Source: an optimization exercise on an open RTL-to-GDS flow (aim: small area). Production flows keep margins and buffers that such runs may drop.
Function was checked by simulation only, so behaviour that the tests miss may differ from the original.

## P
==> flow/design.v (excerpt) <==
module tx_top #(
    parameter int FIFO_DEPTH      = 8,
    parameter int DESC_DEPTH      = 4,
    parameter int NUM_QUEUES      = 4,
    parameter int MAX_BURST_BEATS = 256,
    parameter int QID_W           = (NUM_QUEUES > 1) ? $clog2(NUM_QUEUES) : 1
) (
    input logic clk,
    input logic rst,
    input  logic [255:0]     s_axis_dma_tdata_i,
    input  logic [31:0]      s_axis_dma_tkeep_i,
    input  logic             s_axis_dma_tvalid_i,
    input  logic             s_axis_dma_tlast_i,
    input  logic [QID_W-1:0] s_axis_dma_tdest_i,
    output logic             s_axis_dma_tready_o,
    output logic [63:0] raw_data_o,
    output logic        raw_valid_o,
    output logic        raw_ready_o,
    output logic [63:0] pcs_data_o,
    output logic [1:0]  pcs_control_o,
    output logic        pcs_valid_o
);
  logic [63:0] sub_data;
  logic [2:0]  sub_cnt;
  logic        sub_valid, sub_last, sub_ready;
  logic [63:0] crc_data;
  logic        crc_valid, crc_last, pcs_ready;
  tx_subsystem u_tx_subsystem (
      .clk       (clk),
      .rst       (rst),
      .s_tdata_i (s_axis_dma_tdata_i),
      .s_tkeep_i (s_axis_dma_tkeep_i),
      .s_tvalid_i(s_axis_dma_tvalid_i),
      .s_tlast_i (s_axis_dma_tlast_i),
      .s_tready_o(s_axis_dma_tready_o),
      .m_data_o  (sub_data),
      .m_cnt_o   (sub_cnt),
  ...
clock: 15.0 ns
lec_check: 0
abc_area: 1
abc_clock_period_in_ps: 10000
cap_margin: 20
core_margin: 2
core_utilization: 68
place_density: 0.76
slew_margin: 20
standard.sh (not shown) runs the stock make flow with config.mk's settings and CLKGATE_MAP_FILE= SYNTH_SCRIPT=/design/flow/synth_recipe.tcl, a recipe that flattens the netlist after the stock synthesis.
==> flow/flow/run.sh <==
#!/bin/bash

# Each tool writes its full log under orfs/logs/; make's own output goes to flow.log here.
set -euo pipefail
cd "$(dirname "$0")/.."
export BUFFER_PORTS_ARGS="-buffer_cell sky130_fd_sc_hd__buf_1"
export CTS_ARGS="-sink_clustering_enable -repair_clock_nets -buf_list sky130_fd_sc_hd__clkbuf_16 -sink_clustering_size 22 -sink_clustering_max_diameter 180 -dont_use_dummy_load"
bash standard.sh > flow.log 2>&1
P ended with every stage complete and zero timing, DRC or antenna violations.
The following lists how Q was set up differently from P:
==> flow/run.sh (new file) <==
#!/bin/bash
# synth_recipe.tcl (not shown) runs the flow's synth.tcl, then flattens the netlist and writes it again
# the make line also repeats each setting of config.mk as NAME=value (left out here)
make -C /OpenROAD-flow-scripts/flow DESIGN_CONFIG=/design/flow/config.mk WORK_HOME=/design/flow/orfs CLKGATE_MAP_FILE= SYNTH_SCRIPT=/design/flow/synth_recipe.tcl finish
--- a/flow/config.mk
+++ b/flow/config.mk
@@ -6,9 +6,11 @@
 export NUM_CORES = 4
 export LEC_CHECK = 0
-export ABC_AREA = 1
 export ABC_CLOCK_PERIOD_IN_PS = 10000
 export CAP_MARGIN = 20
 export CORE_MARGIN = 2
-export CORE_UTILIZATION = 68
-export PLACE_DENSITY = 0.76
+export CORE_UTILIZATION = 65
+export CTS_BUF_LIST = sky130_fd_sc_hd__clkbuf_16
+export CTS_CLUSTER_DIAMETER = 180
+export CTS_CLUSTER_SIZE = 22
+export PLACE_DENSITY = 0.72
 export SLEW_MARGIN = 20
removed: flow/flow/run.sh
removed: flow/standard.sh
Results
The final design instance area without fill reported for Q is greater than that of P by 5100 µm².
Overall global routing resource usage essentially unchanged between P and Q.
Going from P to Q, count of buffers not belonging to the clock network in the layout grows by 3.
The violation count after the first detailed-route iteration in Q was lower than what P gave.
In the reports for Q and P, the smaller post-synthesis net count belongs to Q.
Fraction of standard cell area in multi-input logic (Q over P): increase, 1.4 points
Compared with P, in Q area growth from synthesis to layout went up 2.6 points; worst setup slack up 1440 ps; final core utilization now smaller.
The following lists how R was set up differently from Q:
==> flow/flow/run.sh (new file) <==
#!/bin/bash

# Each tool writes its full log under orfs/logs/; make's own output goes to flow.log here.
set -euo pipefail
cd "$(dirname "$0")/.."
export BUFFER_PORTS_ARGS="-buffer_cell sky130_fd_sc_hd__buf_1"
export CTS_ARGS="-sink_clustering_enable -repair_clock_nets -buf_list sky130_fd_sc_hd__clkbuf_16 -sink_clustering_size 22 -sink_clustering_max_diameter 180 -dont_use_dummy_load"
bash standard.sh > flow.log 2>&1
==> flow/standard.sh (new file) <==
#!/bin/bash
# synth_recipe.tcl (not shown) runs the flow's synth.tcl, then flattens the netlist and writes it again
# the make line also repeats each setting of config.mk as NAME=value (left out here)
make -C /OpenROAD-flow-scripts/flow DESIGN_CONFIG=/design/flow/config.mk WORK_HOME=/design/flow/orfs CLKGATE_MAP_FILE= SYNTH_SCRIPT=/design/flow/synth_recipe.tcl "${@:-finish}"
--- a/flow/config.mk
+++ b/flow/config.mk
@@ -10,7 +10,4 @@
 export CORE_MARGIN = 2
 export CORE_UTILIZATION = 65
-export CTS_BUF_LIST = sky130_fd_sc_hd__clkbuf_16
-export CTS_CLUSTER_DIAMETER = 180
-export CTS_CLUSTER_SIZE = 22
 export PLACE_DENSITY = 0.72
 export SLEW_MARGIN = 20
removed: flow/run.sh
### Flow results
Going from Q to R, maximum fanout count along the critical path decreased by 36 relative to the old numbers; synthesis-to-layout area growth decreased by 2.5 points relative to the old numbers; number of buffers added for setup after CTS closely matched the old numbers; non-clock buffer count increased by 9 relative to the old numbers; critical path's largest stage delay decreased by 150 ps relative to the old numbers.

## separate check: timing with driven ports
No port has a modelled driver above. Below, the same layouts with a new extraction and two added sets of constraints. Step 1, drivers: a clkbuf_16 drives clk and a buf_2 each remaining input, both assumed. Step 2 also shifts input and output timing later by t, the mid clock arrival at the registers, as if the neighbouring blocks saw the same clock. Three values: ideal, step 1, step 2; two values: the first two.
run | t (ns) | slack for setup (ns) | hold slack, ns | worst data-port slew with drivers (ns)
P | 0.899 | 1.566 / 1.566 / 1.566 | 0.413 / 0.413 / 0.413 | 0.25
Q | 0.930 | 3.004 / 3.004 / 3.004 | 0.424 / 0.424 / 0.424 | 0.20
R | 0.911 | 2.977 / 2.977 / 2.977 | 0.378 / 0.378 / 0.378 | 0.21
After both steps every run listed still meets setup and hold.
